What follows belongs to an exercise in optimizing a design on an open flow for a short achievable clock period and few clock cycles; a production flow would make more cautious choices. The RTL was checked by simulation tests, not by an equivalence proof against the original design.

==> run.sh <==
#!/bin/bash
# synth_recipe.tcl (not shown) runs the flow's synth.tcl, then flattens the netlist and writes it again
# the make line also repeats each setting of config.mk as NAME=value (left out here)
make -C /OpenROAD-flow-scripts/flow DESIGN_CONFIG=/design/flow/config.mk WORK_HOME=/design/flow/orfs CLKGATE_MAP_FILE= SYNTH_SCRIPT=/design/flow/synth_recipe.tcl finish
==> config.mk <==
export PLATFORM = sky130hd
export DESIGN_NAME = y86cpu
export DESIGN_NICKNAME = y86cpu
export VERILOG_FILES = /design/flow/design.v
export SDC_FILE = /design/flow/constraint.sdc
export NUM_CORES = 4
export LEC_CHECK = 0
export CAP_MARGIN = 20
export CORE_MARGIN = 2
export CORE_UTILIZATION = 40
export SETUP_SLACK_MARGIN = 3.5
export SLEW_MARGIN = 20
export TNS_END_PERCENT = 100
==> design.v <==
module y86cpu(
    input   wire                clk,
    input   wire                rst,
    input   wire[47:0]      rom_data_i,
    input   wire[31:0]         mem_data_i,
    output  wire                mem_read_o,
    output  wire                mem_write_o,
    output  wire[31:0]         mem_addr_o,
    output  wire[31:0]         mem_data_o,
    output  wire[31:0]         rom_addr_o,
    output  wire                halted_o
);
    reg [31:0]  N_valC, N_p1, N_p2, N_p5, N_p6, N_ret;
    reg [5:0]   N_sel;               
    reg         BR;                  
    reg [2:0]   ras_ptr;
    reg [31:0]  ras [0:7];
    reg [7:0]   ras_v;
    reg         zf, sf, of;
    reg         halted;
    reg         redir;
    reg [31:0]  redir_pc;
    reg [2:0]   redir_ptr;
    reg         D_valid;
    reg [3:0]   D_icode, D_ifun;
    reg [3:0]   D_srcA, D_srcB, D_dstE, D_dstM;
    reg [31:0]  D_valC, D_pred;
    reg         D_unres, D_ptaken;
    reg [2:0]   D_ptr;
    reg         E_valid;
    reg [3:0]   E_icode, E_ifun, E_dstE, E_dstM;
    reg [31:0]  E_aluA, E_aluB, E_valA, E_pred;
    reg         E_lateA;             
    reg         E_setcc, E_rr, E_load, E_halt;
    reg         E_fsum, E_fdiff, E_fand, E_fxor;
    reg         E_addrA;
    reg [2:0]   E_ptr;
    reg         M_valid;
    reg [3:0]   M_icode, M_dstE, M_dstM;
    reg [31:0]  M_valA, M_valE, M_addr, M_pred;
    reg [2:0]   M_ptr;
    reg [31:0]  regs [0:7];
    wire kill = redir | halted;
    wire Dv = D_valid & ~kill;
    wire Ev = E_valid & ~kill;
    wire Mv = M_valid & ~kill;
    function [31:0] ks_add(input [31:0] a, input [31:0] b, input cin);
        reg [31:0] g, p, gg, pp, gn, pn;
        integer i, d;
        begin
            g  = a & b;
            p  = a ^ b;
            gg = g;
            gg[0] = g[0] | (p[0] & cin);
            pp = p;
            for (d = 1; d < 32; d = d * 2) begin
                for (i = 0; i < 32; i = i + 1) begin
                    if (i >= d) begin
                        gn[i] = gg[i] | (pp[i] & gg[i-d]);
                        pn[i] = pp[i] & pp[i-d];
                    end else begin
                        gn[i] = gg[i];
                        pn[i] = pp[i];
                    end
                end
                gg = gn;
                pp = pn;
            end
            ks_add = p ^ {gg[30:0], cin};
        end
    endfunction
    function cond_eval(input [3:0] fn, input z, input s, input o);
        case (fn)
            4'H0:   cond_eval = 1'b1;
            4'H1:   cond_eval = (s ^ o) | z;
            4'H2:    cond_eval = (s ^ o);
            4'H3:    cond_eval = z;
            4'H4:   cond_eval = ~z;
            4'H5:   cond_eval = ~(s ^ o);
            4'H6:    cond_eval = ~(s ^ o) & ~z;
            default: cond_eval = 1'b0;
        endcase
    endfunction
    wire e_cnd = cond_eval(E_ifun, zf, sf, of);
    wire brmis = BR;
    wire [31:0] e_add = ks_add(E_aluB, E_aluA, 1'b0);
    wire [31:0] e_sub = ks_add(E_aluB, ~E_aluA, 1'b1);
    wire [31:0] e_and = E_aluB & E_aluA;
    wire [31:0] e_xor = E_aluB ^ E_aluA;
    wire [31:0] e_valE = ({32{E_fsum}}  & e_add) | ({32{E_fdiff}} & e_sub) |
                         ({32{E_fand}}  & e_and) | ({32{E_fxor}}  & e_xor);
    wire [3:0]  e_dstE = (E_rr & ~e_cnd) ? 4'HF : E_dstE;
    wire [31:0] e_or  = E_aluB | E_aluA;
    wire        z_add = &(~(e_xor ^ {e_or[30:0], 1'b0}));
    wire        z_eq  = ~|e_xor;
    wire        z_and = ~|e_and;
    wire        n_zf  = (E_fsum & z_add) | ((E_fdiff | E_fxor) & z_eq) | (E_fand & z_and);
    wire        n_sf  = e_valE[31];
    wire        n_of  = E_fsum  ? ((E_aluA[31] == E_aluB[31]) & (e_add[31] != E_aluA[31])) :
                        E_fdiff ? ((E_aluA[31] != E_aluB[31]) & (e_sub[31] != E_aluB[31])) : 1'b0;
    wire M_isRet   = M_icode == 4'H9;
    wire M_isStore = (M_icode == 4'H4) | (M_icode == 4'HA) | (M_icode == 4'H8);
    wire M_isRead  = (M_icode == 4'H5) | (M_icode == 4'HB) | M_isRet;
    assign mem_read_o  = Mv & M_isRead;
    assign mem_write_o = Mv & M_isStore;
    assign mem_addr_o  = M_addr;
    assign mem_data_o  = M_valA;
    wire mismatch = Mv & M_isRet & (mem_data_i != M_pred);
    wire cc_sel = Ev & E_setcc;
    wire c_zf = cc_sel ? n_zf : zf;
    wire c_sf = cc_sel ? n_sf : sf;
    wire c_of = cc_sel ? n_of : of;
    wire [31:0] rvalA = regs[D_srcA[2:0]];
    wire [31:0] rvalB = regs[D_srcB[2:0]];
    wire hitEA  = Ev & ~D_srcA[3] & (D_srcA == e_dstE);
    wire hitMMA = Mv & ~D_srcA[3] & (D_srcA == M_dstM);
    wire hitMEA = Mv & ~D_srcA[3] & (D_srcA == M_dstE);
    wire hitEB  = Ev & ~D_srcB[3] & (D_srcB == e_dstE);
    wire hitMMB = Mv & ~D_srcB[3] & (D_srcB == M_dstM);
    wire hitMEB = Mv & ~D_srcB[3] & (D_srcB == M_dstE);
    wire [31:0] oldA = hitMMA ? mem_data_i : hitMEA ? M_valE : rvalA;
    wire [31:0] oldB = hitMMB ? mem_data_i : hitMEB ? M_valE : rvalB;
    wire D_useA  = (D_icode == 4'H2) | (D_icode == 4'H6);
    wire D_noB   = (D_icode == 4'H2) | (D_icode == 4'H3);
    wire D_pc    = (D_icode == 4'H8) | (D_icode == 4'H7);
    reg [31:0] constA;
    always @(*) begin
        case (D_icode)
            4'H8, 4'HA:    constA = 32'hfffffffc;
            4'H9, 4'HB:      constA = 32'd4;
            default:            constA = D_valC;
        endcase
    end
    wire [31:0] d_valA  = D_pc ? N_p5 : ((hitEA & ~D_srcA[3]) ? e_valE : oldA);
    wire [31:0] d_aluA  = (D_useA & hitEA) ? e_valE : (D_useA ? oldA : constA);
    wire [31:0] d_aluB  = (~D_noB & hitEB) ? e_valE : (D_noB ? 32'd0 : oldB);
    wire D_store  = (D_icode == 4'H4) | (D_icode == 4'HA);
    wire luA      = E_load & (E_dstM == D_srcA) & ~D_srcA[3];
    wire luB      = E_load & (E_dstM == D_srcB) & ~D_srcB[3];
    wire stall    = Dv & Ev & ((luA & ~D_store) | luB);
    wire lateA    = Ev & luA & D_store;
    wire [31:0] F_seq = ({32{N_sel[0]}} & N_valC) | ({32{N_sel[1]}} & N_p1) |
                        ({32{N_sel[2]}} & N_p2)   | ({32{N_sel[3]}} & N_p5) |
                        ({32{N_sel[4]}} & N_p6)   | ({32{N_sel[5]}} & N_ret);
    wire selR = redir;
    wire selE = brmis;                   
    wire selF = ~redir & ~brmis;
    wire [31:0] f_pc = ({32{selR}} & redir_pc) | ({32{selE}} & E_valA) | ({32{selF}} & F_seq);
    assign rom_addr_o = f_pc;
    wire [3:0]  f_icode = rom_data_i[47:44];
    wire [3:0]  f_ifun  = rom_data_i[43:40];
    wire [3:0]  f_rA    = rom_data_i[39:36];
    wire [3:0]  f_rB    = rom_data_i[35:32];
    wire [31:0] f_valC_j = {rom_data_i[15:8], rom_data_i[23:16], rom_data_i[31:24], rom_data_i[39:32]};
    wire [31:0] f_valC_r = {rom_data_i[7:0], rom_data_i[15:8], rom_data_i[23:16], rom_data_i[31:24]};
    wire        f_isJC   = (f_icode == 4'H7) | (f_icode == 4'H8);
    wire [31:0] f_valC   = f_isJC ? f_valC_j : f_valC_r;
    wire [31:0] f_pc1 = ks_add(f_pc, 32'd1, 1'b0);
    wire [31:0] f_pc2 = ks_add(f_pc, 32'd2, 1'b0);
    wire [31:0] f_pc5 = ks_add(f_pc, 32'd5, 1'b0);
    wire [31:0] f_pc6 = ks_add(f_pc, 32'd6, 1'b0);
    wire f_len2 = (f_icode == 4'H2) | (f_icode == 4'H6) | (f_icode == 4'HA) | (f_icode == 4'HB);
    wire f_len6 = (f_icode == 4'H3) | (f_icode == 4'H4) | (f_icode == 4'H5);
    wire f_len5 = (f_icode == 4'H7) | (f_icode == 4'H8);
    wire f_len1 = ~f_len2 & ~f_len6 & ~f_len5;
    wire D_isOP     = D_icode == 4'H6;
    wire cc_settled = ~(Dv & D_isOP) & ~(Ev & E_setcc);
    wire f_known    = (f_ifun == 4'H0) | cc_settled;
    wire f_ptaken   = (f_ifun != 4'H3);
    wire f_jtaken   = f_known ? cond_eval(f_ifun, zf, sf, of) : f_ptaken;
    reg [3:0] f_srcA, f_srcB, f_dstE, f_dstM;
    always @(*) begin
        f_srcA = 4'HF; f_srcB = 4'HF; f_dstE = 4'HF; f_dstM = 4'HF;
        case (f_icode)
            4'H2: begin f_srcA = f_rA; f_dstE = f_rB; end
            4'H3: begin f_dstE = f_rB; end
            4'H4: begin f_srcA = f_rA; f_srcB = f_rB; end
            4'H5: begin f_srcB = f_rB; f_dstM = f_rA; end
            4'H6:    begin f_srcA = f_rA; f_srcB = f_rB; f_dstE = f_rB; end
            4'H8:   begin f_srcB = 4'H4; f_dstE = 4'H4; end
            4'H9:    begin f_srcA = 4'H4; f_srcB = 4'H4; f_dstE = 4'H4; end
            4'HA:  begin f_srcA = f_rA; f_srcB = 4'H4; f_dstE = 4'H4; end
            4'HB:   begin f_srcA = 4'H4; f_srcB = 4'H4; f_dstE = 4'H4; f_dstM = f_rA; end
            default: ;
        endcase
    end
    wire        E_mov    = E_rr | (E_icode == 4'H3);
    wire [31:0] pushval  = (hitEA & ~D_srcA[3]) ? E_aluA : oldA;
    wire        pushknow = Dv & (D_icode == 4'HA) & ~D_srcA[3] & ~(hitEA & ~E_mov) &
                           ~(Ev & luA);
    wire [2:0]  ras_base = redir ? redir_ptr : (brmis ? E_ptr : ras_ptr);
    wire [2:0]  ras_up   = ras_base + 3'd1;
    wire [2:0]  ras_dn   = ras_base - 3'd1;
    wire [31:0] ras_top  = ras_v[ras_base] ? ras[ras_base] : 32'd0;
    wire [31:0] ret_pred = pushknow ? pushval : ras_top;
    reg  [2:0]  f_ptr;
    always @(*) begin
        case (f_icode)
            4'H8:  f_ptr = ras_up;
            4'H9:   f_ptr = pushknow ? ras_base : ras_dn;
            default: f_ptr = ras_base;
        endcase
    end
    wire f_isJ   = f_icode == 4'H7;
    wire f_isRet = f_icode == 4'H9;
    wire [5:0] f_sel = {f_isRet, f_len6, f_isJ & ~f_jtaken, f_len2, f_len1 & ~f_isRet,
                        (f_isJ & f_jtaken) | (f_icode == 4'H8)};
    always @(posedge clk) begin
        if (rst) begin
            N_sel   <= 6'b000001;
            N_valC  <= 32'd0;
            ras_ptr <= 3'd0;
            ras_v   <= 8'd0;
        end else if (~stall) begin
            N_sel   <= f_sel;
            N_valC  <= f_valC_j;
            N_p1    <= f_pc1;
            N_p2    <= f_pc2;
            N_p5    <= f_pc5;
            N_p6    <= f_pc6;
            N_ret   <= ret_pred;
            ras_ptr <= f_ptr;
            if (f_icode == 4'H8) begin
                ras_v[ras_up] <= 1'b1;
                ras[ras_up]   <= f_pc5;
            end
        end
    end
    always @(posedge clk) begin
        if (rst) begin
            zf <= 1'b1; sf <= 1'b0; of <= 1'b0;
        end else if (cc_sel & ~mismatch) begin
            zf <= n_zf; sf <= n_sf; of <= n_of;
        end
    end
    wire halt_now = Ev & E_halt & ~mismatch;
    always @(posedge clk) begin
        if (rst) begin
            redir  <= 1'b0;
            halted <= 1'b0;
        end else begin
            redir  <= mismatch;
            halted <= halted | halt_now;
        end
        redir_pc  <= mem_data_i;
        redir_ptr <= M_ptr;
    end
    always @(posedge clk) begin
        if (rst | halted) begin
            D_valid <= 1'b0;
        end else if (~stall) begin
            D_valid <= 1'b1;
            D_icode <= f_icode;
            D_ifun  <= f_ifun;
            D_srcA  <= f_srcA;
            D_srcB  <= f_srcB;
            D_dstE  <= f_dstE;
            D_dstM  <= f_dstM;
            D_valC  <= f_valC;
            D_pred  <= ret_pred;
            D_unres <= (f_icode == 4'H7) & ~f_known;
            D_ptaken <= f_ptaken;
            D_ptr   <= f_ptr;
        end
    end
    wire d_cnd = cond_eval(D_ifun, c_zf, c_sf, c_of);
    always @(posedge clk)
        BR <= ~rst & Dv & ~stall & ~brmis & ~mismatch & ~halt_now &
              (D_icode == 4'H7) & D_unres & (d_cnd != D_ptaken);
    always @(posedge clk) begin
        E_valid <= ~rst & Dv & ~stall & ~brmis;
        E_icode <= D_icode;
        E_ifun  <= D_ifun;
        E_aluA  <= d_aluA;
        E_aluB  <= d_aluB;
        E_valA  <= ((D_icode == 4'H7) & ~D_ptaken) ? D_valC : d_valA;
        E_dstE  <= D_dstE;
        E_dstM  <= D_dstM;
        E_pred  <= D_pred;
        E_ptr   <= D_ptr;
        E_lateA <= lateA;
        E_setcc <= D_isOP;
        E_rr    <= D_icode == 4'H2;
        E_load  <= (D_icode == 4'H5) | (D_icode == 4'HB);
        E_halt  <= D_icode == 4'H0;
        E_fand  <= D_isOP & (D_ifun == 4'H2);
        E_fxor  <= D_isOP & (D_ifun == 4'H3);
        E_fdiff <= D_isOP & (D_ifun == 4'H1);
        E_fsum  <= ~(D_isOP & ((D_ifun == 4'H2) | (D_ifun == 4'H3) | (D_ifun == 4'H1)));
        E_addrA <= (D_icode == 4'HB) | (D_icode == 4'H9);
    end
    always @(posedge clk) begin
        M_valid <= ~rst & Ev;
        M_icode <= E_icode;
        M_valA  <= E_lateA ? mem_data_i : E_valA;
        M_valE  <= e_valE;
        M_addr  <= E_addrA ? E_valA : e_valE;
        M_dstE  <= e_dstE;
        M_dstM  <= E_dstM;
        M_pred  <= E_pred;
        M_ptr   <= E_ptr;
    end
    integer i;
    always @(posedge clk) begin
        for (i = 0; i < 8; i = i + 1) begin
            if (Mv && M_dstM == i)
                regs[i] <= mem_data_i;
            else if (Mv && M_dstE == i)
                regs[i] <= M_valE;
        end
    end
    assign halted_o = halted;
endmodule
==> constraint.sdc <==
create_clock -name core_clock -period 7.0 [get_ports {clk}]
set_input_delay 1.4000 -clock core_clock [delete_from_list [all_inputs] [get_ports {clk}]]
set_output_delay 1.4000 -clock core_clock [all_outputs]
set_load 0.01 [all_outputs]
==> notes.md <==
[layout by cell type (no fill, tap or decap), types with 90 or more instances in the layout]
master,Yosys,final
mux4_2,90,90
clkbuf_16,0,127
nand2_1,430,411
clkdlybuf4s50_1,0,135
a21oi_1,261,238
mux2i_1,106,104
edfxtp_1,761,761
buf_4,20,337
inv_1,176,137
dfxtp_1,393,356
nor2_1,353,326
xnor2_1,154,126
o21ai_0,238,216
mux2_2,368,362
[worst paths after layout]
kind                            slack, ns  depth (start not counted)                   end             startpoint
worst min register to register       0.33                          0  redir_ptr[1]$_DFF_P_       M_ptr[1]$_DFF_P_
worst max register to register       3.26                         15            BR$_DFF_P_     E_aluB[24]$_DFF_P_
worst max-delay path                 3.22                          7        rom_addr_o[21]  N_sel[1]$_SDFFE_PP0N_
worst min-delay path                 0.33                          0  redir_ptr[1]$_DFF_P_       M_ptr[1]$_DFF_P_
[area by class of cell]
| cell class | count | area share, % |
|---|---|---|
| Clock buffer | 162 | 4.826 |
| Inverter | 191 | 1.116 |
| Antenna cell | 1 | 0.003555 |
| Multi-Input combinational cell | 3168 | 37.57 |
| Timing Repair Buffer | 617 | 8.309 |
| Tap cell | 1876 | 3.335 |
| Sequential cell | 1154 | 43.77 |
| Clock inverter | 69 | 1.068 |
[worst max-delay path, stage by stage, from the launching register on]
cell	delay [ns]
dfxtp_4	0.40
buf_12	0.16
a22oi_2	0.27
a31oi_1	0.14
a221oi_2	0.25
buf_4	0.21
inv_8	0.05
buf_6	0.11
[power by group through the flow]
| stage | sequential, mW | combinational, mW | clock, mW |
|---|---|---|---|
| 6_report | 8.45 | 4.40 | 6.70 |
| 5_1_grt | 8.49 | 4.61 | 7.02 |
| 4_1_cts | 8.42 | 4.02 | 6.75 |
| 3_5_place_dp | 8.54 | 3.46 | 0 |
| 3_3_place_gp | 8.54 | 3.42 | 0 |
| 2_1_floorplan | 8.26 | 2.31 | 0 |
[what timing repair did]
item	in CTS	in global routing
gates cloned	8	6
hold buffers	0	0
endpoints found under the setup margin	975	544
resized for setup	641	245
pin swaps	103	111
setup buffers	227	64
[routing by layer]
layer	vias up	track usage, %	share of wire [%]
li1	18920	-	-
met1	22190	40.09	39
met2	2919	45.52	44
met3	557	6.830	11
met4	10	13.51	5.5
met5	-	0	0.027
[cells by family (layout without fill, tap and decap cells)]
| logic type | count (synthesis) | after routing | synth area share [%] |
|---|---|---|---|
| DFF | 1154 | 1154 | 54.52 |
| other | 0 | 1 | 0 |
| adders and majority gates | 105 | 105 | 2.358 |
| buffers and inverters | 568 | 1039 | 4.141 |
| and+or+nand+nor | 1114 | 1115 | 8.896 |
| muxes | 564 | 564 | 12.84 |
| xor gates and xnor gates | 227 | 231 | 3.542 |
| AOI/OAI and AO/OA | 1152 | 1153 | 13.71 |
[stage by stage]
| step | hold WS, ns | utilization [%] | instances | area [um2] |
|---|---|---|---|---|
| finish | 0.3259 | 50.38 | 7238 | 70380 |
| global route | 0.3293 | 50.38 | 7237 | 70380 |
| CTS | 0.3262 | 49.17 | 7167 | 68700 |
| detailed placement | 0.3121 | 43.19 | 6701 | 60340 |
| global placement | 0.3111 | 43.11 | 6697 | 60230 |
| floorplan | 0.3096 | - | 4884 | 56460 |
==> impl_metrics.json <==
{
  "status": "finished clean",
  "routabilityCongestion": 0.9993,
  "portBuffers": 180,
  "p_comb_share_pct": 22.5,
  "p_sw_mw": 5.795,
  "clkSinkCount": 1154,
  "p_clk_share_pct": 34.3,
  "fmax_mhz": 264.7,
  "cellPowerDensity_nw_per_um2": 277.8,
  "grt_pass1_wl_um": 307600,
  "fin_crit_sh_pct": 53.98,
  "place_hpwl_um": 146600,
  "yosysMostFrequentCell": "edfxtp_1",
  "p_int_mw": 13.76,
  "seq_area_um2": 30810,
  "ios": 181,
  "grt_max_degree": 80,
  "multi_input_area_um2": 26440,
  "post_synth_num_cell_types": 103,
  "clk_pin_slew_ns": 0.06,
  "die_h_um": 379.3,
  "power.total_mw": 19.55,
  "syn_nets": 5071,
  "ys_async_sr_fraction_pct": 0,
  "synth_top_cell_area_share_pct": 40.56,
  "die_w_um": 379.3,
  "crit_fanout": 8,
  "drtAntennaViolNets": 0,
  "synth_top_area_cell": "edfxtp_1",
  "h-tree-depth": 3,
  "synth_cells": 4884,
  "synth_area_leaders": "edfxtp_1 41%, dfxtp_1 14%, mux2_2 7.4%",
  "layout_min_cycle_time_ns": 3.778,
  "drt_iter0_markers": 6676,
  "ys.flop_type": "edfxtp_1",
  "critPathLaunchType": "register",
  "ir_drop_v": 0.0002082,
  "core_area_um2": 139700,
  "place_ws_ns": 1.880,
  "via_count": 44600,
  "clockBufferDepth": 3,
  "power_frac_seq_pct": 43.2,
  "rsz0062_at_grt": "true",
  "drive_gt1_share_pct": 30.95,
  "nets": 5440,
  "numCtsBuffers": 121,
  "gr-total-overflow": 0,
  "start_util_pct": 40.33,
  "clkLatencyLatePin_ns": 0.79,
  "biggestRegsByFlops": "ras: 256 flops, regs: 256 flops",
  "syn_area_per_cell_um2": 11.54,
  "p_sw_share_pct": 29.64,
  "tightest_slew_ns": 1.097,
  "layout_setup_ws_ns": 3.222,
  "setup_tns_ns": 0,
  "yosysWarnings": 2,
  "synth_edf_count": 761,
  "drcViolationCount": 0,
  "rows": 137,
  "grt_usage_pct": 29.73,
  "arrival_ns": 2.38,
  "slew_headroom_pct": 26.58,
  "fin_skew_ns": 0.05824,
  "hold_path_class": "register to register",
  "synthTopCellsByCount": "761 x edfxtp_1, 430 x nand2_1, 393 x dfxtp_1",
  "required_ns": 5.60,
  "grt_pass1_vias": 41980,
  "via_per_inst": 6.162,
  "maxCapViolCount": 0,
  "nFillCells": 12040,
  "dieArea_um2": 143900,
  "drt-total-wl_um": 221200,
  "wl_per_cell_um": 30.56,
  "synth-seq-area-share_pct": 54.52,
  "syn2layout_area_growth_pct": 24.91,
  "report.final.slew_viol_count": 0,
  "synth_area_um2": 56350,
  "finalHoldViolCount": 0,
  "critPathKind": "register to output port",
  "tritoncts": "built",
  "cts_root_buf": "clkbuf_16",
  "drtPass1Iterations": 7,
  "p_leak_nw": 25.55,
  "finalSetupViolations": 0,
  "end_kind": "output port",
  "antenna_found_initial": 9,
  "ys_seq_elements": 1154
}
Testbench counts, summed over its fixed seeds: cycles 56,719.

port drivers added, routing unchanged:
No port has a modelled driver above. Below, the same layout with a new extraction and two added sets of constraints.
Step 1 assumes that a clkbuf_16 drives the clock port and a buf_2 every other input.
Step 2 times the ports against the registers' clock, not the clock port: input delays grow and output delays shrink by t, the midpoint of the rising clock arrivals with the driver on.
Slacks: ideal ports / drivers / drivers and shift; pairs: ideal ports / drivers.
shift t [ns]: 0.837
slack for setup (ns): 3.222 / 3.142 / 2.726
worst setup path at the end: input to register
After both steps setup and hold are still met in this run. The setup slack of this run moves by -0.080 ns with the drivers and by -0.496 ns with both steps.
